Source: an optimization exercise on an open RTL-to-GDS flow (aim: small area). Production flows keep margins and buffers that such runs may drop.
Only the layout flow was run in this run; the RTL was not checked for function there.

### design/flow/config.mk
export PLATFORM = sky130hd
export DESIGN_NAME = top
export DESIGN_NICKNAME = top
export VERILOG_FILES = /design/flow/design.v
export SDC_FILE = /design/flow/constraint.sdc
export NUM_CORES = 4
export LEC_CHECK = 0
export CAP_MARGIN = 20
export CORE_MARGIN = 2
export CORE_UTILIZATION = 40
export SLEW_MARGIN = 20
### design/flow/constraint.sdc
create_clock -name core_clock -period 5.0 [get_ports {clk}]
set_input_delay 1.0000 -clock core_clock [delete_from_list [all_inputs] [get_ports {clk}]]
set_output_delay 1.0000 -clock core_clock [all_outputs]
set_load 0.01 [all_outputs]
### design/flow/design.v
module Column (
  input  wire [7:0] x0, x1, x2, x3,
  input  wire [7:0] w0, w1, w2, w3,
  output wire [7:0] y
);
  wire p0_0_0 = (x0[0] & w0[0]);
  wire p0_0_1 = (x0[0] & w0[1]);
  wire p0_0_2 = (x0[0] & w0[2]);
  wire p0_0_3 = (x0[0] & w0[3]);
  wire p0_0_4 = (x0[0] & w0[4]);
  wire p0_0_5 = (x0[0] & w0[5]);
  wire p0_0_6 = (x0[0] & w0[6]);
  wire p0_0_7 = (x0[0] & w0[7]);
  wire p0_1_0 = (x0[1] & w0[0]);
  wire p0_1_1 = (x0[1] & w0[1]);
  wire p0_1_2 = (x0[1] & w0[2]);
  wire p0_1_3 = (x0[1] & w0[3]);
  wire p0_1_4 = (x0[1] & w0[4]);
  wire p0_1_5 = (x0[1] & w0[5]);
  wire p0_1_6 = (x0[1] & w0[6]);
  wire p0_2_0 = (x0[2] & w0[0]);
  wire p0_2_1 = (x0[2] & w0[1]);
  wire p0_2_2 = (x0[2] & w0[2]);
  wire p0_2_3 = (x0[2] & w0[3]);
  wire p0_2_4 = (x0[2] & w0[4]);
  wire p0_2_5 = (x0[2] & w0[5]);
  wire p0_3_0 = (x0[3] & w0[0]);
  wire p0_3_1 = (x0[3] & w0[1]);
  wire p0_3_2 = (x0[3] & w0[2]);
  wire p0_3_3 = (x0[3] & w0[3]);
  wire p0_3_4 = (x0[3] & w0[4]);
  wire p0_4_0 = (x0[4] & w0[0]);
  wire p0_4_1 = (x0[4] & w0[1]);
  wire p0_4_2 = (x0[4] & w0[2]);
  wire p0_4_3 = (x0[4] & w0[3]);
  wire p0_5_0 = (x0[5] & w0[0]);
  wire p0_5_1 = (x0[5] & w0[1]);
  wire p0_5_2 = (x0[5] & w0[2]);
  wire p0_6_0 = (x0[6] & w0[0]);
  wire p0_6_1 = (x0[6] & w0[1]);
  wire p0_7_0 = (x0[7] & w0[0]);
  wire p1_0_0 = (x1[0] & w1[0]);
  wire p1_0_1 = (x1[0] & w1[1]);
  wire p1_0_2 = (x1[0] & w1[2]);
  wire p1_0_3 = (x1[0] & w1[3]);
  wire p1_0_4 = (x1[0] & w1[4]);
  wire p1_0_5 = (x1[0] & w1[5]);
  wire p1_0_6 = (x1[0] & w1[6]);
  wire p1_0_7 = (x1[0] & w1[7]);
  wire p1_1_0 = (x1[1] & w1[0]);
  wire p1_1_1 = (x1[1] & w1[1]);
  wire p1_1_2 = (x1[1] & w1[2]);
  wire p1_1_3 = (x1[1] & w1[3]);
  wire p1_1_4 = (x1[1] & w1[4]);
  wire p1_1_5 = (x1[1] & w1[5]);
  wire p1_1_6 = (x1[1] & w1[6]);
  wire p1_2_0 = (x1[2] & w1[0]);
  wire p1_2_1 = (x1[2] & w1[1]);
  wire p1_2_2 = (x1[2] & w1[2]);
  wire p1_2_3 = (x1[2] & w1[3]);
  wire p1_2_4 = (x1[2] & w1[4]);
  wire p1_2_5 = (x1[2] & w1[5]);
  wire p1_3_0 = (x1[3] & w1[0]);
  wire p1_3_1 = (x1[3] & w1[1]);
  wire p1_3_2 = (x1[3] & w1[2]);
  wire p1_3_3 = (x1[3] & w1[3]);
  wire p1_3_4 = (x1[3] & w1[4]);
  wire p1_4_0 = (x1[4] & w1[0]);
  wire p1_4_1 = (x1[4] & w1[1]);
  wire p1_4_2 = (x1[4] & w1[2]);
  wire p1_4_3 = (x1[4] & w1[3]);
  wire p1_5_0 = (x1[5] & w1[0]);
  wire p1_5_1 = (x1[5] & w1[1]);
  wire p1_5_2 = (x1[5] & w1[2]);
  wire p1_6_0 = (x1[6] & w1[0]);
  wire p1_6_1 = (x1[6] & w1[1]);
  wire p1_7_0 = (x1[7] & w1[0]);
  wire p2_0_0 = (x2[0] & w2[0]);
  wire p2_0_1 = (x2[0] & w2[1]);
  wire p2_0_2 = (x2[0] & w2[2]);
  wire p2_0_3 = (x2[0] & w2[3]);
  wire p2_0_4 = (x2[0] & w2[4]);
  wire p2_0_5 = (x2[0] & w2[5]);
  wire p2_0_6 = (x2[0] & w2[6]);
  wire p2_0_7 = (x2[0] & w2[7]);
  wire p2_1_0 = (x2[1] & w2[0]);
  wire p2_1_1 = (x2[1] & w2[1]);
  wire p2_1_2 = (x2[1] & w2[2]);
  wire p2_1_3 = (x2[1] & w2[3]);
  wire p2_1_4 = (x2[1] & w2[4]);
  wire p2_1_5 = (x2[1] & w2[5]);
  wire p2_1_6 = (x2[1] & w2[6]);
  wire p2_2_0 = (x2[2] & w2[0]);
  wire p2_2_1 = (x2[2] & w2[1]);
  wire p2_2_2 = (x2[2] & w2[2]);
  wire p2_2_3 = (x2[2] & w2[3]);
  wire p2_2_4 = (x2[2] & w2[4]);
  wire p2_2_5 = (x2[2] & w2[5]);
  wire p2_3_0 = (x2[3] & w2[0]);
  wire p2_3_1 = (x2[3] & w2[1]);
  wire p2_3_2 = (x2[3] & w2[2]);
  wire p2_3_3 = (x2[3] & w2[3]);
  wire p2_3_4 = (x2[3] & w2[4]);
  wire p2_4_0 = (x2[4] & w2[0]);
  wire p2_4_1 = (x2[4] & w2[1]);
  wire p2_4_2 = (x2[4] & w2[2]);
  wire p2_4_3 = (x2[4] & w2[3]);
  wire p2_5_0 = (x2[5] & w2[0]);
  wire p2_5_1 = (x2[5] & w2[1]);
  wire p2_5_2 = (x2[5] & w2[2]);
  wire p2_6_0 = (x2[6] & w2[0]);
  wire p2_6_1 = (x2[6] & w2[1]);
  wire p2_7_0 = (x2[7] & w2[0]);
  wire p3_0_0 = (x3[0] & w3[0]);
  wire p3_0_1 = (x3[0] & w3[1]);
  wire p3_0_2 = (x3[0] & w3[2]);
  wire p3_0_3 = (x3[0] & w3[3]);
  wire p3_0_4 = (x3[0] & w3[4]);
  wire p3_0_5 = (x3[0] & w3[5]);
  wire p3_0_6 = (x3[0] & w3[6]);
  wire p3_0_7 = (x3[0] & w3[7]);
  wire p3_1_0 = (x3[1] & w3[0]);
  wire p3_1_1 = (x3[1] & w3[1]);
  wire p3_1_2 = (x3[1] & w3[2]);
  wire p3_1_3 = (x3[1] & w3[3]);
  wire p3_1_4 = (x3[1] & w3[4]);
  wire p3_1_5 = (x3[1] & w3[5]);
  wire p3_1_6 = (x3[1] & w3[6]);
  wire p3_2_0 = (x3[2] & w3[0]);
  wire p3_2_1 = (x3[2] & w3[1]);
  wire p3_2_2 = (x3[2] & w3[2]);
  wire p3_2_3 = (x3[2] & w3[3]);
  wire p3_2_4 = (x3[2] & w3[4]);
  wire p3_2_5 = (x3[2] & w3[5]);
  wire p3_3_0 = (x3[3] & w3[0]);
  wire p3_3_1 = (x3[3] & w3[1]);
  wire p3_3_2 = (x3[3] & w3[2]);
  wire p3_3_3 = (x3[3] & w3[3]);
  wire p3_3_4 = (x3[3] & w3[4]);
  wire p3_4_0 = (x3[4] & w3[0]);
  wire p3_4_1 = (x3[4] & w3[1]);
  wire p3_4_2 = (x3[4] & w3[2]);
  wire p3_4_3 = (x3[4] & w3[3]);
  wire p3_5_0 = (x3[5] & w3[0]);
  wire p3_5_1 = (x3[5] & w3[1]);
  wire p3_5_2 = (x3[5] & w3[2]);
  wire p3_6_0 = (x3[6] & w3[0]);
  wire p3_6_1 = (x3[6] & w3[1]);
  wire p3_7_0 = (x3[7] & w3[0]);
  wire s1;
  wire c2;
  assign s1 = p0_0_0 ^ p1_0_0 ^ p2_0_0;
  assign c2 = (p0_0_0 & p1_0_0) | (p0_0_0 & p2_0_0) | (p1_0_0 & p2_0_0);
  wire s3;
  wire c4;
  assign s3 = p3_0_0 ^ s1;
  assign c4 = p3_0_0 & s1;
  wire s5;
  wire c6;
  assign s5 = p0_0_1 ^ p0_1_0 ^ p1_0_1;
  assign c6 = (p0_0_1 & p0_1_0) | (p0_0_1 & p1_0_1) | (p0_1_0 & p1_0_1);
  wire s7;
  wire c8;
  assign s7 = p1_1_0 ^ p2_0_1 ^ p2_1_0;
  assign c8 = (p1_1_0 & p2_0_1) | (p1_1_0 & p2_1_0) | (p2_0_1 & p2_1_0);
  wire s9;
  wire c10;
  assign s9 = p3_0_1 ^ p3_1_0 ^ c2;
  assign c10 = (p3_0_1 & p3_1_0) | (p3_0_1 & c2) | (p3_1_0 & c2);
  wire s11;
  wire c12;
  assign s11 = s5 ^ s7 ^ c4;
  assign c12 = (s5 & s7) | (s5 & c4) | (s7 & c4);
  wire s13;
  wire c14;
  assign s13 = s9 ^ s11;
  assign c14 = s9 & s11;
  wire s15;
  wire c16;
  assign s15 = p0_0_2 ^ p0_1_1 ^ p0_2_0;
  assign c16 = (p0_0_2 & p0_1_1) | (p0_0_2 & p0_2_0) | (p0_1_1 & p0_2_0);
  wire s17;
  wire c18;
  assign s17 = p1_0_2 ^ p1_1_1 ^ p1_2_0;
  assign c18 = (p1_0_2 & p1_1_1) | (p1_0_2 & p1_2_0) | (p1_1_1 & p1_2_0);
  wire s19;
  wire c20;
  assign s19 = p2_0_2 ^ p2_1_1 ^ p2_2_0;
  assign c20 = (p2_0_2 & p2_1_1) | (p2_0_2 & p2_2_0) | (p2_1_1 & p2_2_0);
  wire s21;
  wire c22;
  assign s21 = p3_0_2 ^ p3_1_1 ^ p3_2_0;
  assign c22 = (p3_0_2 & p3_1_1) | (p3_0_2 & p3_2_0) | (p3_1_1 & p3_2_0);
  wire s23;
  wire c24;
  assign s23 = c6 ^ c8 ^ s15;
  assign c24 = (c6 & c8) | (c6 & s15) | (c8 & s15);
  wire s25;
  wire c26;
  assign s25 = s17 ^ s19 ^ s21;
  assign c26 = (s17 & s19) | (s17 & s21) | (s19 & s21);
  wire s27;
  wire c28;
  assign s27 = c10 ^ s23 ^ s25;
  assign c28 = (c10 & s23) | (c10 & s25) | (s23 & s25);
  wire s29;
  wire c30;
  assign s29 = c12 ^ s27 ^ c14;
  assign c30 = (c12 & s27) | (c12 & c14) | (s27 & c14);
  wire s31;
  wire c32;
  assign s31 = p0_0_3 ^ p0_1_2 ^ p0_2_1;
  assign c32 = (p0_0_3 & p0_1_2) | (p0_0_3 & p0_2_1) | (p0_1_2 & p0_2_1);
  wire s33;
  wire c34;
  assign s33 = p0_3_0 ^ p1_0_3 ^ p1_1_2;
  assign c34 = (p0_3_0 & p1_0_3) | (p0_3_0 & p1_1_2) | (p1_0_3 & p1_1_2);
  wire s35;
  wire c36;
  assign s35 = p1_2_1 ^ p1_3_0 ^ p2_0_3;
  assign c36 = (p1_2_1 & p1_3_0) | (p1_2_1 & p2_0_3) | (p1_3_0 & p2_0_3);
  wire s37;
  wire c38;
  assign s37 = p2_1_2 ^ p2_2_1 ^ p2_3_0;
  assign c38 = (p2_1_2 & p2_2_1) | (p2_1_2 & p2_3_0) | (p2_2_1 & p2_3_0);
  wire s39;
  wire c40;
  assign s39 = p3_0_3 ^ p3_1_2 ^ p3_2_1;
  assign c40 = (p3_0_3 & p3_1_2) | (p3_0_3 & p3_2_1) | (p3_1_2 & p3_2_1);
  wire s41;
  wire c42;
  assign s41 = p3_3_0 ^ c16 ^ c18;
  assign c42 = (p3_3_0 & c16) | (p3_3_0 & c18) | (c16 & c18);
  wire s43;
  wire c44;
  assign s43 = c20 ^ c22 ^ s31;
  assign c44 = (c20 & c22) | (c20 & s31) | (c22 & s31);
  wire s45;
  wire c46;
  assign s45 = s33 ^ s35 ^ s37;
  assign c46 = (s33 & s35) | (s33 & s37) | (s35 & s37);
  wire s47;
  wire c48;
  assign s47 = s39 ^ s41 ^ c24;
  assign c48 = (s39 & s41) | (s39 & c24) | (s41 & c24);
  wire s49;
  wire c50;
  assign s49 = c26 ^ s43 ^ s45;
  assign c50 = (c26 & s43) | (c26 & s45) | (s43 & s45);
  wire s51;
  wire c52;
  assign s51 = c28 ^ s47 ^ s49;
  assign c52 = (c28 & s47) | (c28 & s49) | (s47 & s49);
  wire s53;
  wire c54;
  assign s53 = c30 ^ s51;
  assign c54 = c30 & s51;
  wire s55;
  wire c56;
  assign s55 = p0_0_4 ^ p0_1_3 ^ p0_2_2;
  assign c56 = (p0_0_4 & p0_1_3) | (p0_0_4 & p0_2_2) | (p0_1_3 & p0_2_2);
  wire s57;
  wire c58;
  assign s57 = p0_3_1 ^ p0_4_0 ^ p1_0_4;
  assign c58 = (p0_3_1 & p0_4_0) | (p0_3_1 & p1_0_4) | (p0_4_0 & p1_0_4);
  wire s59;
  wire c60;
  assign s59 = p1_1_3 ^ p1_2_2 ^ p1_3_1;
  assign c60 = (p1_1_3 & p1_2_2) | (p1_1_3 & p1_3_1) | (p1_2_2 & p1_3_1);
  wire s61;
  wire c62;
  assign s61 = p1_4_0 ^ p2_0_4 ^ p2_1_3;
  assign c62 = (p1_4_0 & p2_0_4) | (p1_4_0 & p2_1_3) | (p2_0_4 & p2_1_3);
  wire s63;
  wire c64;
  assign s63 = p2_2_2 ^ p2_3_1 ^ p2_4_0;
  assign c64 = (p2_2_2 & p2_3_1) | (p2_2_2 & p2_4_0) | (p2_3_1 & p2_4_0);
  wire s65;
  wire c66;
  assign s65 = p3_0_4 ^ p3_1_3 ^ p3_2_2;
  assign c66 = (p3_0_4 & p3_1_3) | (p3_0_4 & p3_2_2) | (p3_1_3 & p3_2_2);
  wire s67;
  wire c68;
  assign s67 = p3_3_1 ^ p3_4_0 ^ c32;
  assign c68 = (p3_3_1 & p3_4_0) | (p3_3_1 & c32) | (p3_4_0 & c32);
  wire s69;
  wire c70;
  assign s69 = c34 ^ c36 ^ c38;
  assign c70 = (c34 & c36) | (c34 & c38) | (c36 & c38);
  wire s71;
  wire c72;
  assign s71 = c40 ^ s55 ^ s57;
  assign c72 = (c40 & s55) | (c40 & s57) | (s55 & s57);
  wire s73;
  wire c74;
  assign s73 = s59 ^ s61 ^ s63;
  assign c74 = (s59 & s61) | (s59 & s63) | (s61 & s63);
  wire s75;
  wire c76;
  assign s75 = s65 ^ c42 ^ s67;
  assign c76 = (s65 & c42) | (s65 & s67) | (c42 & s67);
  wire s77;
  wire c78;
  assign s77 = s69 ^ c44 ^ c46;
  assign c78 = (s69 & c44) | (s69 & c46) | (c44 & c46);
  wire s79;
  wire c80;
  assign s79 = s71 ^ s73 ^ c48;
  assign c80 = (s71 & s73) | (s71 & c48) | (s73 & c48);
  wire s81;
  wire c82;
  assign s81 = c50 ^ s75 ^ s77;
  assign c82 = (c50 & s75) | (c50 & s77) | (s75 & s77);
  wire s83;
  wire c84;
  assign s83 = s79 ^ c52 ^ s81;
  assign c84 = (s79 & c52) | (s79 & s81) | (c52 & s81);
  wire s85;
  wire c86;
  assign s85 = c54 ^ s83;
  assign c86 = c54 & s83;
  wire s87;
  wire c88;
  assign s87 = p0_0_5 ^ p0_1_4 ^ p0_2_3;
  assign c88 = (p0_0_5 & p0_1_4) | (p0_0_5 & p0_2_3) | (p0_1_4 & p0_2_3);
  wire s89;
  wire c90;
  assign s89 = p0_3_2 ^ p0_4_1 ^ p0_5_0;
  assign c90 = (p0_3_2 & p0_4_1) | (p0_3_2 & p0_5_0) | (p0_4_1 & p0_5_0);
  wire s91;
  wire c92;
  assign s91 = p1_0_5 ^ p1_1_4 ^ p1_2_3;
  assign c92 = (p1_0_5 & p1_1_4) | (p1_0_5 & p1_2_3) | (p1_1_4 & p1_2_3);
  wire s93;
  wire c94;
  assign s93 = p1_3_2 ^ p1_4_1 ^ p1_5_0;
  assign c94 = (p1_3_2 & p1_4_1) | (p1_3_2 & p1_5_0) | (p1_4_1 & p1_5_0);
  wire s95;
  wire c96;
  assign s95 = p2_0_5 ^ p2_1_4 ^ p2_2_3;
  assign c96 = (p2_0_5 & p2_1_4) | (p2_0_5 & p2_2_3) | (p2_1_4 & p2_2_3);
  wire s97;
  wire c98;
  assign s97 = p2_3_2 ^ p2_4_1 ^ p2_5_0;
  assign c98 = (p2_3_2 & p2_4_1) | (p2_3_2 & p2_5_0) | (p2_4_1 & p2_5_0);
  wire s99;
  wire c100;
  assign s99 = p3_0_5 ^ p3_1_4 ^ p3_2_3;
  assign c100 = (p3_0_5 & p3_1_4) | (p3_0_5 & p3_2_3) | (p3_1_4 & p3_2_3);
  wire s101;
  wire c102;
  assign s101 = p3_3_2 ^ p3_4_1 ^ p3_5_0;
  assign c102 = (p3_3_2 & p3_4_1) | (p3_3_2 & p3_5_0) | (p3_4_1 & p3_5_0);
  wire s103;
  wire c104;
  assign s103 = c56 ^ c58 ^ c60;
  assign c104 = (c56 & c58) | (c56 & c60) | (c58 & c60);
  wire s105;
  wire c106;
  assign s105 = c62 ^ c64 ^ c66;
  assign c106 = (c62 & c64) | (c62 & c66) | (c64 & c66);
  wire s107;
  wire c108;
  assign s107 = s101 ^ s87 ^ s89;
  assign c108 = (s101 & s87) | (s101 & s89) | (s87 & s89);
  wire s109;
  wire c110;
  assign s109 = s91 ^ s93 ^ s95;
  assign c110 = (s91 & s93) | (s91 & s95) | (s93 & s95);
  wire s111;
  wire c112;
  assign s111 = s97 ^ s99 ^ c68;
  assign c112 = (s97 & s99) | (s97 & c68) | (s99 & c68);
  wire s113;
  wire c114;
  assign s113 = c70 ^ s103 ^ s105;
  assign c114 = (c70 & s103) | (c70 & s105) | (s103 & s105);
  wire s115;
  wire c116;
  assign s115 = c72 ^ c74 ^ s107;
  assign c116 = (c72 & c74) | (c72 & s107) | (c74 & s107);
  wire s117;
  wire c118;
  assign s117 = s109 ^ s111 ^ c76;
  assign c118 = (s109 & s111) | (s109 & c76) | (s111 & c76);
  wire s119;
  wire c120;
  assign s119 = c78 ^ s113 ^ s115;
  assign c120 = (c78 & s113) | (c78 & s115) | (s113 & s115);
  wire s121;
  wire c122;
  assign s121 = c80 ^ c82 ^ s117;
  assign c122 = (c80 & c82) | (c80 & s117) | (c82 & s117);
  wire s123;
  wire c124;
  assign s123 = s119 ^ c84 ^ s121;
  assign c124 = (s119 & c84) | (s119 & s121) | (c84 & s121);
  wire s125;
  wire c126;
  assign s125 = c86 ^ s123;
  assign c126 = c86 & s123;
  wire s127;
  wire c128;
  assign s127 = p0_0_6 ^ p0_1_5 ^ p0_2_4;
  assign c128 = (p0_0_6 & p0_1_5) | (p0_0_6 & p0_2_4) | (p0_1_5 & p0_2_4);
  wire s129;
  wire c130;
  assign s129 = p0_3_3 ^ p0_4_2 ^ p0_5_1;
  assign c130 = (p0_3_3 & p0_4_2) | (p0_3_3 & p0_5_1) | (p0_4_2 & p0_5_1);
  wire s131;
  wire c132;
  assign s131 = p0_6_0 ^ p1_0_6 ^ p1_1_5;
  assign c132 = (p0_6_0 & p1_0_6) | (p0_6_0 & p1_1_5) | (p1_0_6 & p1_1_5);
  wire s133;
  wire c134;
  assign s133 = p1_2_4 ^ p1_3_3 ^ p1_4_2;
  assign c134 = (p1_2_4 & p1_3_3) | (p1_2_4 & p1_4_2) | (p1_3_3 & p1_4_2);
  wire s135;
  wire c136;
  assign s135 = p1_5_1 ^ p1_6_0 ^ p2_0_6;
  assign c136 = (p1_5_1 & p1_6_0) | (p1_5_1 & p2_0_6) | (p1_6_0 & p2_0_6);
  wire s137;
  wire c138;
  assign s137 = p2_1_5 ^ p2_2_4 ^ p2_3_3;
  assign c138 = (p2_1_5 & p2_2_4) | (p2_1_5 & p2_3_3) | (p2_2_4 & p2_3_3);
  wire s139;
  wire c140;
  assign s139 = p2_4_2 ^ p2_5_1 ^ p2_6_0;
  assign c140 = (p2_4_2 & p2_5_1) | (p2_4_2 & p2_6_0) | (p2_5_1 & p2_6_0);
  wire s141;
  wire c142;
  assign s141 = p3_0_6 ^ p3_1_5 ^ p3_2_4;
  assign c142 = (p3_0_6 & p3_1_5) | (p3_0_6 & p3_2_4) | (p3_1_5 & p3_2_4);
  wire s143;
  wire c144;
  assign s143 = p3_3_3 ^ p3_4_2 ^ p3_5_1;
  assign c144 = (p3_3_3 & p3_4_2) | (p3_3_3 & p3_5_1) | (p3_4_2 & p3_5_1);
  wire s145;
  wire c146;
  assign s145 = p3_6_0 ^ c100 ^ c102;
  assign c146 = (p3_6_0 & c100) | (p3_6_0 & c102) | (c100 & c102);
  wire s147;
  wire c148;
  assign s147 = c88 ^ c90 ^ c92;
  assign c148 = (c88 & c90) | (c88 & c92) | (c90 & c92);
  wire s149;
  wire c150;
  assign s149 = c94 ^ c96 ^ c98;
  assign c150 = (c94 & c96) | (c94 & c98) | (c96 & c98);
  wire s151;
  wire c152;
  assign s151 = s127 ^ s129 ^ s131;
  assign c152 = (s127 & s129) | (s127 & s131) | (s129 & s131);
  wire s153;
  wire c154;
  assign s153 = s133 ^ s135 ^ s137;
  assign c154 = (s133 & s135) | (s133 & s137) | (s135 & s137);
  wire s155;
  wire c156;
  assign s155 = s139 ^ s141 ^ s143;
  assign c156 = (s139 & s141) | (s139 & s143) | (s141 & s143);
  wire s157;
  wire c158;
  assign s157 = c104 ^ c106 ^ s145;
  assign c158 = (c104 & c106) | (c104 & s145) | (c106 & s145);
  wire s159;
  wire c160;
  assign s159 = s147 ^ s149 ^ c108;
  assign c160 = (s147 & s149) | (s147 & c108) | (s149 & c108);
  wire s161;
  wire c162;
  assign s161 = c110 ^ s151 ^ s153;
  assign c162 = (c110 & s151) | (c110 & s153) | (s151 & s153);
  wire s163;
  wire c164;
  assign s163 = s155 ^ c112 ^ c114;
  assign c164 = (s155 & c112) | (s155 & c114) | (c112 & c114);
  wire s165;
  wire c166;
  assign s165 = c116 ^ s157 ^ s159;
  assign c166 = (c116 & s157) | (c116 & s159) | (s157 & s159);
  wire s167;
  wire c168;
  assign s167 = s161 ^ c118 ^ s163;
  assign c168 = (s161 & c118) | (s161 & s163) | (c118 & s163);
  wire s169;
  wire c170;
  assign s169 = c120 ^ s165 ^ c122;
  assign c170 = (c120 & s165) | (c120 & c122) | (s165 & c122);
  wire s171;
  wire c172;
  assign s171 = s167 ^ c124 ^ s169;
  assign c172 = (s167 & c124) | (s167 & s169) | (c124 & s169);
  wire s173;
  wire c174;
  assign s173 = c126 ^ s171;
  assign c174 = c126 & s171;
  wire s175;
  wire c176;
  assign s175 = p0_0_7 ^ p0_1_6 ^ p0_2_5;
  assign c176 = (p0_0_7 & p0_1_6) | (p0_0_7 & p0_2_5) | (p0_1_6 & p0_2_5);
  wire s177;
  wire c178;
  assign s177 = p0_3_4 ^ p0_4_3 ^ p0_5_2;
  assign c178 = (p0_3_4 & p0_4_3) | (p0_3_4 & p0_5_2) | (p0_4_3 & p0_5_2);
  wire s179;
  wire c180;
  assign s179 = p0_6_1 ^ p0_7_0 ^ p1_0_7;
  assign c180 = (p0_6_1 & p0_7_0) | (p0_6_1 & p1_0_7) | (p0_7_0 & p1_0_7);
  wire s181;
  wire c182;
  assign s181 = p1_1_6 ^ p1_2_5 ^ p1_3_4;
  assign c182 = (p1_1_6 & p1_2_5) | (p1_1_6 & p1_3_4) | (p1_2_5 & p1_3_4);
  wire s183;
  wire c184;
  assign s183 = p1_4_3 ^ p1_5_2 ^ p1_6_1;
  assign c184 = (p1_4_3 & p1_5_2) | (p1_4_3 & p1_6_1) | (p1_5_2 & p1_6_1);
  wire s185;
  wire c186;
  assign s185 = p1_7_0 ^ p2_0_7 ^ p2_1_6;
  assign c186 = (p1_7_0 & p2_0_7) | (p1_7_0 & p2_1_6) | (p2_0_7 & p2_1_6);
  wire s187;
  wire c188;
  assign s187 = p2_2_5 ^ p2_3_4 ^ p2_4_3;
  assign c188 = (p2_2_5 & p2_3_4) | (p2_2_5 & p2_4_3) | (p2_3_4 & p2_4_3);
  wire s189;
  wire c190;
  assign s189 = p2_5_2 ^ p2_6_1 ^ p2_7_0;
  assign c190 = (p2_5_2 & p2_6_1) | (p2_5_2 & p2_7_0) | (p2_6_1 & p2_7_0);
  wire s191;
  wire c192;
  assign s191 = p3_0_7 ^ p3_1_6 ^ p3_2_5;
  assign c192 = (p3_0_7 & p3_1_6) | (p3_0_7 & p3_2_5) | (p3_1_6 & p3_2_5);
  wire s193;
  wire c194;
  assign s193 = p3_3_4 ^ p3_4_3 ^ p3_5_2;
  assign c194 = (p3_3_4 & p3_4_3) | (p3_3_4 & p3_5_2) | (p3_4_3 & p3_5_2);
  wire s195;
  wire c196;
  assign s195 = p3_6_1 ^ p3_7_0 ^ c128;
  assign c196 = (p3_6_1 & p3_7_0) | (p3_6_1 & c128) | (p3_7_0 & c128);
  wire s197;
  wire c198;
  assign s197 = c130 ^ c132 ^ c134;
  assign c198 = (c130 & c132) | (c130 & c134) | (c132 & c134);
  wire s199;
  wire c200;
  assign s199 = c136 ^ c138 ^ c140;
  assign c200 = (c136 & c138) | (c136 & c140) | (c138 & c140);
  wire s201;
  wire c202;
  assign s201 = c142 ^ c144 ^ s175;
  assign c202 = (c142 & c144) | (c142 & s175) | (c144 & s175);
  wire s203;
  wire c204;
  assign s203 = s177 ^ s179 ^ s181;
  assign c204 = (s177 & s179) | (s177 & s181) | (s179 & s181);
  wire s205;
  wire c206;
  assign s205 = s183 ^ s185 ^ s187;
  assign c206 = (s183 & s185) | (s183 & s187) | (s185 & s187);
  wire s207;
  wire c208;
  assign s207 = s189 ^ s191 ^ s193;
  assign c208 = (s189 & s191) | (s189 & s193) | (s191 & s193);
  wire s209;
  wire c210;
  assign s209 = c146 ^ c148 ^ c150;
  assign c210 = (c146 & c148) | (c146 & c150) | (c148 & c150);
  wire s211;
  wire c212;
  assign s211 = s195 ^ s197 ^ s199;
  assign c212 = (s195 & s197) | (s195 & s199) | (s197 & s199);
  wire s213;
  wire c214;
  assign s213 = c152 ^ c154 ^ c156;
  assign c214 = (c152 & c154) | (c152 & c156) | (c154 & c156);
  wire s215;
  wire c216;
  assign s215 = s201 ^ s203 ^ s205;
  assign c216 = (s201 & s203) | (s201 & s205) | (s203 & s205);
  wire s217;
  wire c218;
  assign s217 = s207 ^ s209 ^ c158;
  assign c218 = (s207 & s209) | (s207 & c158) | (s209 & c158);
  wire s219;
  wire c220;
  assign s219 = c160 ^ c162 ^ s211;
  assign c220 = (c160 & c162) | (c160 & s211) | (c162 & s211);
  wire s221;
  wire c222;
  assign s221 = s213 ^ s215 ^ c164;
  assign c222 = (s213 & s215) | (s213 & c164) | (s215 & c164);
  wire s223;
  wire c224;
  assign s223 = c166 ^ s217 ^ s219;
  assign c224 = (c166 & s217) | (c166 & s219) | (s217 & s219);
  wire s225;
  wire c226;
  assign s225 = c168 ^ s221 ^ s223;
  assign c226 = (c168 & s221) | (c168 & s223) | (s221 & s223);
  wire s227;
  wire c228;
  assign s227 = c170 ^ s225 ^ c172;
  assign c228 = (c170 & s225) | (c170 & c172) | (s225 & c172);
  wire s229;
  wire c230;
  assign s229 = c174 ^ s227;
  assign c230 = c174 & s227;
  wire [7:0] low = {s229, s173, s125, s85, s53, s29, s13, s3};
  wire cout = c176 | c178 | c180 | c182 | c184 | c186 | c188 | c190 | c192 | c194 | c196 | c198 | c200 | c202 | c204 | c206 | c208 | c210 | c212 | c214 | c216 | c218 | c220 | c222 | c224 | c226 | c228 | c230;
  wire hi = (x0[1] & (|w0[7:7])) |
    (x0[2] & (|w0[7:6])) |
    (x0[3] & (|w0[7:5])) |
    (x0[4] & (|w0[7:4])) |
    (x0[5] & (|w0[7:3])) |
    (x0[6] & (|w0[7:2])) |
    (x0[7] & (|w0[7:1])) |
    (x1[1] & (|w1[7:7])) |
    (x1[2] & (|w1[7:6])) |
    (x1[3] & (|w1[7:5])) |
    (x1[4] & (|w1[7:4])) |
    (x1[5] & (|w1[7:3])) |
    (x1[6] & (|w1[7:2])) |
    (x1[7] & (|w1[7:1])) |
    (x2[1] & (|w2[7:7])) |
    (x2[2] & (|w2[7:6])) |
    (x2[3] & (|w2[7:5])) |
    (x2[4] & (|w2[7:4])) |
    (x2[5] & (|w2[7:3])) |
    (x2[6] & (|w2[7:2])) |
    (x2[7] & (|w2[7:1])) |
    (x3[1] & (|w3[7:7])) |
    (x3[2] & (|w3[7:6])) |
    (x3[3] & (|w3[7:5])) |
    (x3[4] & (|w3[7:4])) |
    (x3[5] & (|w3[7:3])) |
    (x3[6] & (|w3[7:2])) |
    (x3[7] & (|w3[7:1]));
  wire [7:0] q;
  Quantization qz (.sat(cout | hi), .data_in(low), .data_out(q));
  Activation act (.data_in(q), .thresh(8'd10), .data_out(y));
endmodule
module Quantization (
  input  wire       sat     ,
  input  wire [7:0] data_in ,
  output wire [7:0] data_out
);
  assign data_out = sat ? 8'd255 : data_in;
endmodule
module Activation (
  input  wire [7:0] data_in ,
  input  wire [7:0] thresh  ,
  output wire [7:0] data_out
);
  assign data_out = data_in < thresh ? 8'd0 : data_in;
endmodule
module Array (
  input  wire        clk  ,
  input  wire        rst  ,
  input  wire        start,
  input  wire [31:0] a_in ,
  input  wire [31:0] w_in ,
  output wire [31:0] y_out,
  output wire        ready,
  output wire        done
);
  reg [4:0] cnt;
  always @(posedge clk or posedge rst) begin
    if (rst) cnt <= 5'd0;
    else if (cnt == 5'd0) cnt <= start ? 5'd1 : 5'd0;
    else if (cnt == 5'd17) cnt <= 5'd0;
    else cnt <= cnt + 5'd1;
  end
  assign ready = cnt == 5'd0;
  assign done  = cnt == 5'd17;
  wire load = (cnt >= 5'd1) && (cnt <= 5'd4);
  reg [7:0] w [0:3][0:3];
  always @(posedge clk) begin
    if (load) begin
      for (int j = 0; j < 4; j++) begin
        w[0][j] <= w_in[8*j+:8];
        for (int i = 1; i < 4; i++) w[i][j] <= w[i-1][j];
      end
    end
  end
  reg [7:0] a0d1, a0d2, a0d3, a0d4, a1d1, a1d2, a1d3, a2d1, a2d2, a3d1;
  always @(posedge clk) begin
    a0d1 <= a_in[7:0];   a0d2 <= a0d1; a0d3 <= a0d2; a0d4 <= a0d3;
    a1d1 <= a_in[15:8];  a1d2 <= a1d1; a1d3 <= a1d2;
    a2d1 <= a_in[23:16]; a2d2 <= a2d1;
    a3d1 <= a_in[31:24];
  end
  wire [7:0] yv [0:3];
  genvar j;
  generate
    for (j = 0; j < 4; j = j + 1) begin : col
      Column c (
        .x0(a0d4), .x1(a1d3), .x2(a2d2), .x3(a3d1),
        .w0(w[0][j]), .w1(w[1][j]), .w2(w[2][j]), .w3(w[3][j]),
        .y(yv[j])
      );
    end
  endgenerate
  reg [7:0] r0, r1a, r1b, r2a, r2b, r2c, r3a, r3b, r3c, r3d;
  always @(posedge clk) begin
    r0  <= yv[0];
    r1a <= yv[1]; r1b <= r1a;
    r2a <= yv[2]; r2b <= r2a; r2c <= r2b;
    r3a <= yv[3]; r3b <= r3a; r3c <= r3b; r3d <= r3c;
  end
  assign y_out = {r3d, r2c, r1b, r0};
endmodule
module top #(parameter N = 4) (
  input  wire           clk  ,
  input  wire           rst  ,
  input  wire           start,
  input  wire [8*N-1:0] a_in ,
  input  wire [8*N-1:0] w_in ,
  output wire [8*N-1:0] y_out,
  output wire           ready,
  output wire           done
);
  Array dut (
    .clk  (clk  ),
    .rst  (rst  ),
    .start(start),
    .a_in (a_in ),
    .w_in (w_in ),
    .y_out(y_out),
    .ready(ready),
    .done (done )
  );
endmodule
### design/flow/run.sh
#!/bin/bash
# synth_recipe.tcl (not shown) runs the flow's synth.tcl, then flattens the netlist and writes it again
# the make line also repeats each setting of config.mk as NAME=value (left out here)
make -C /OpenROAD-flow-scripts/flow DESIGN_CONFIG=/design/flow/config.mk WORK_HOME=/design/flow/orfs CLKGATE_MAP_FILE= SYNTH_SCRIPT=/design/flow/synth_recipe.tcl finish
==> summary.txt <==
==> worst register-to-register path, stage by stage, from the launching register on <==
cell and delay [ns]:
dfxtp_4 0.36, buf_4 0.16, clkbuf_16 0.18, buf_6 0.14
and2_4 0.16, fa_2 0.39, fa_1 0.52, inv_1 0.06
fa_2 0.35, fa_1 0.51, fa_1 0.56, fa_1 0.46
fa_2 0.55, inv_2 0.04, ha_4 0.16, nand4b_1 0.17
nor2_1 0.09, nand4_1 0.10, a2111o_1 0.55, buf_6 0.19
a211o_1 0.21
==> what timing repair did <==
action / CTS / global route
setup buffers: 37 / 11
resized for setup: 127 / 59
cloned: 1 / 1
pin swaps: 34 / 47
setup endpoints to repair: 32 / 32
==> through the flow <==
stage / setup WS [ns] / cells / hold WS (ns) / instance area [um^2]
after CTS: -1.04 / 3218 / 0.318 / 29000
final: -1.02 / 3231 / 0.319 / 29200
after floorplan: -0.727 / 2015 / 0.310 / 22800
after global routing: -1.23 / 3230 / 0.326 / 29200
after detailed placement: -1.23 / 3118 / 0.312 / 27100
after global placement: -1.14 / 3118 / 0.310 / 27100
==> path summary, 6_finish.rpt <==
kind | start | end | slack [ns] | depth (start not counted)
min in group asynchronous | rst | dut.cnt[1] | 0.65 | 2
min | dut.r3a[6] | dut.r3b[6] | 0.32 | 0
max | dut.a2d2[0] | dut.r1a[0] | -1.02 | 20
max reg2reg | dut.a2d2[0] | dut.r1a[0] | -1.02 | 20
max in group asynchronous | rst | dut.cnt[3] | 4.17 | 2
min reg2reg | dut.r3a[6] | dut.r3b[6] | 0.32 | 0
==> cell usage in the layout (no fill, tap or decap), types with 4 or more instances in the layout <==
master	instances
o21ai_0	35
buf_4	301
buf_8	8
inv_4	5
fa_2	81
o31ai_1	19
nand4_1	31
buf_12	34
or4_1	19
nor2_1	7
a221oi_1	5
inv_2	31
a222oi_1	4
o41ai_1	9
and2_4	27
dfrtp_1	5
and2_1	300
nand3_1	4
clkinv_2	4
nor4_1	7
nand2_1	262
fa_1	351
a22oi_1	4
clkdlybuf4s50_1	100
a2111o_1	6
a211o_1	8
clkbuf_16	41
or3_1	15
buf_6	26
dfxtp_4	10
nand4b_1	11
ha_1	28
dfxtp_2	6
edfxtp_1	128
dfxtp_1	144
inv_1	339
==> cells by family after synthesis <==
kind of cell | count (synthesis) | synth area share (%)
XOR/XNOR | 2 | 0.0778
adder cells (fa/ha/maj) | 463 | 40.1
buffers and inverters | 437 | 7.32
flip-flops | 293 | 31.8
AO/OA/AOI/OAI | 107 | 3.45
AND/OR/NAND/NOR | 713 | 17.2
==> metal layers <==
layer,wire length (um),share of wire (%),vias to the layer above,GRT usage (%)
met4,3290,4.6,2,11.3
met2,33600,47,780,41.2
met5,13,0.018,-,0
met1,28300,40,8367,32.6
li1,-,-,7126,-
met3,6090,8.5,175,5.89
==> final cells by class <==
class	count	area, um^2	share of cell area (%)
flip-flops and latches	293	7220	24.7
repair buffers	471	4410	15.1
diodes	1	2.50	0.00856
inverters	370	1390	4.75
clock buffers	44	1030	3.51
well taps	748	936	3.20
multi-input cells	1285	14100	48.2
clock inverters	19	173	0.591
==> summary.txt <==
Route
After detailed routing, the total wire length is 71.3 mm. In the routed design, unresolved DRC markers number 0. The average wire length per cell after detail routing is 22.1 um. For this block, the initial DRC count from the detailed router was 1154. The total iterations of the first detailed-routing run is 5.

For this block, the via count after detailed routing is 16450. Dividing the detail-routed via count by the number of cells gives 5.09. The count of antenna-violating nets left after detailed routing is 0.

Layout
Compared with the post-synthesis result, the final layout area differs by 29.7%. In the final design database the tool counted 2986 nets. The fill cell total of the finished layout is 4840. The register with the most flip-flops in the layout has 128 of them. dut.w holds more flip-flops than any other register. The final standard cell utilization of the core is 52.7%. In the final layout, the share of cells above drive strength 1 is 24.4%.

Timing
Setup violations remaining at the end of the flow were counted as 32. The final number of hold-violating endpoints is 0. The final setup skew is 0.0238 ns. The fraction of the cycle the final worst path needs is 120%. Timing would allow up to 0.166 GHz. Setup repair after global routing could not meet its margin everywhere. The measured slew at the worst slew-check pin is 0.974 ns. Once routing completed, OpenROAD measured the worst setup slack at -1.02 ns.

After routing, the total negative slack on setup checks comes to -28.99 ns. The worst pin sits at a relative slew slack of 35.1%. The final count of pins violating max slew is 0. The shortest period the worst path allows is 6.02 ns.

Die
From left edge to right edge, the die measures 241 um. The die footprint is 0.0582 mm^2. The number of placement rows is 86.

The y dimension of the die is 241 um. The number of top-level design ports is 101. The initial cell density of the core is 40.7%. The area of the core region is 0.0554 mm^2.

Worst setup path
For the worst setup path, the data required time is 5.44 ns. The kind of launch point of the worst setup path is a flip-flop. Among cell families on the critical path, the largest total delay comes from adder cells.

On the worst path, the slowest cell contributes a delay of 0.56 ns. The endpoint type of the worst setup path is a flip-flop. The cell with the largest stage delay on the worst path is fa_1. The critical path start-end classification is reg -> reg.

The number of buffer and inverter instances along the worst setup path is 6. Along the worst path, the maximum fanout reaches 6. Traced cell by cell, the critical path runs through buf_4 -> clkbuf_16 -> buf_6 -> and2_4 -> fa_2 -> fa_1 -> inv_1 -> fa_2 -> fa_1 -> fa_1 -> fa_1 -> fa_2 -> inv_2 -> ha_4 -> nand4b_1 -> nor2_1 -> nand4_1 -> a2111o_1 -> buf_6 -> a211o_1. STA puts the critical path data arrival time at 6.46 ns.

Counting stages on the worst path, the most repeated cell is fa_1.

Yosys
The most instantiated flip-flop cell in the synthesis netlist is dfxtp_1. The synthesized design contains 293 register bits. After technology mapping, the gate count stands at 2015.

The share of the Yosys chip area taken by registers is 31.8%. The synthesized design devotes to its leading area cell type 38.4% of total area. The biggest area contributor in the post-synthesis netlist is fa_1. The Yosys step of the flow raised 3 warnings.

When the netlist entered floorplanning its net count stood at 2545. The fraction of registers with async set/reset is 1.71%. The unique cell type count in the Yosys netlist is 49.

After synthesis the cells add up to 0.0225 mm^2. The number of flops mapped to enable cells by yosys is 128. The most repeated cell in the gate-level netlist after synthesis is fa_1.

Ranked by total cell area, the synthesized netlist is headed by fa_1 38%, edfxtp_1 17%, dfxtp_1 14%, and2_1 9.1%, inv_1 6.2%. Sorting the synthesized cells by how often they occur yields 432 x fa_1, 370 x inv_1, 327 x and2_1. After synthesis, the mean cell area works out to 11.2 um^2.

Flow run
The number of max-cap violations is 0.

Clocking
For this design, the sink count on the clock tree is 293. After clock tree synthesis, the flow added hold-fix buffers numbering 0. The maximum buffer depth of the clock tree is 3. The clock transition at the register clock pins on the worst setup and hold paths after CTS is 0.07 ns. The deepest level of the CTS H-tree is 2. TritonCTS built the clock tree. The tree is rooted in a clkbuf_16.

The clock latency on the worst-skew pair is 0.57 ns. The number of CTS-inserted buffers is 35.

Global routing
Entering global routing, the biggest net connects 64 pins. The number of antenna violations at the first check in global routing is 4. The number of global-route vias before repair is 18057. The global-route usage over all layers is 25.4%.

Summed over all layers, the global routing overflow is 0. The first global-routing pass estimated 108 mm of wire.

Status
The run finished, with violations left. A clean result was blocked by negative setup slack.

Placed design
The final estimated routing congestion in global placement is 0.988. The post-DP HPWL is 56.3 mm. The count of buffers added on input and output ports is 100.

Hold path
The class of the worst hold path is reg -> reg.

static timing again, ports no longer ideal:
Ports are ideal in the flow. The routed layout listed here was re-timed in OpenROAD.
Step 1 assumes that a clkbuf_16 drives the clock port and a buf_2 every other input.
Step 2, shift: input delay + t, output delay - t, t = (earliest + latest rising clock arrival at the registers) / 2. This alone moves slack from input paths to output paths.
Three values: no drivers, after step 1, after step 2; two values: the first two.
t, ns: 0.615
setup WS [ns]: -1.017 / -1.017 / -1.017
worst setup path at the end: register to register
latest minus earliest clock arrival (ns): 0.029 / 0.029
slew at the worst register clock pin (ns): 0.07 / 0.07
The setup slack of this run moves by 0.000 ns with the drivers and by 0.000 ns with both steps.
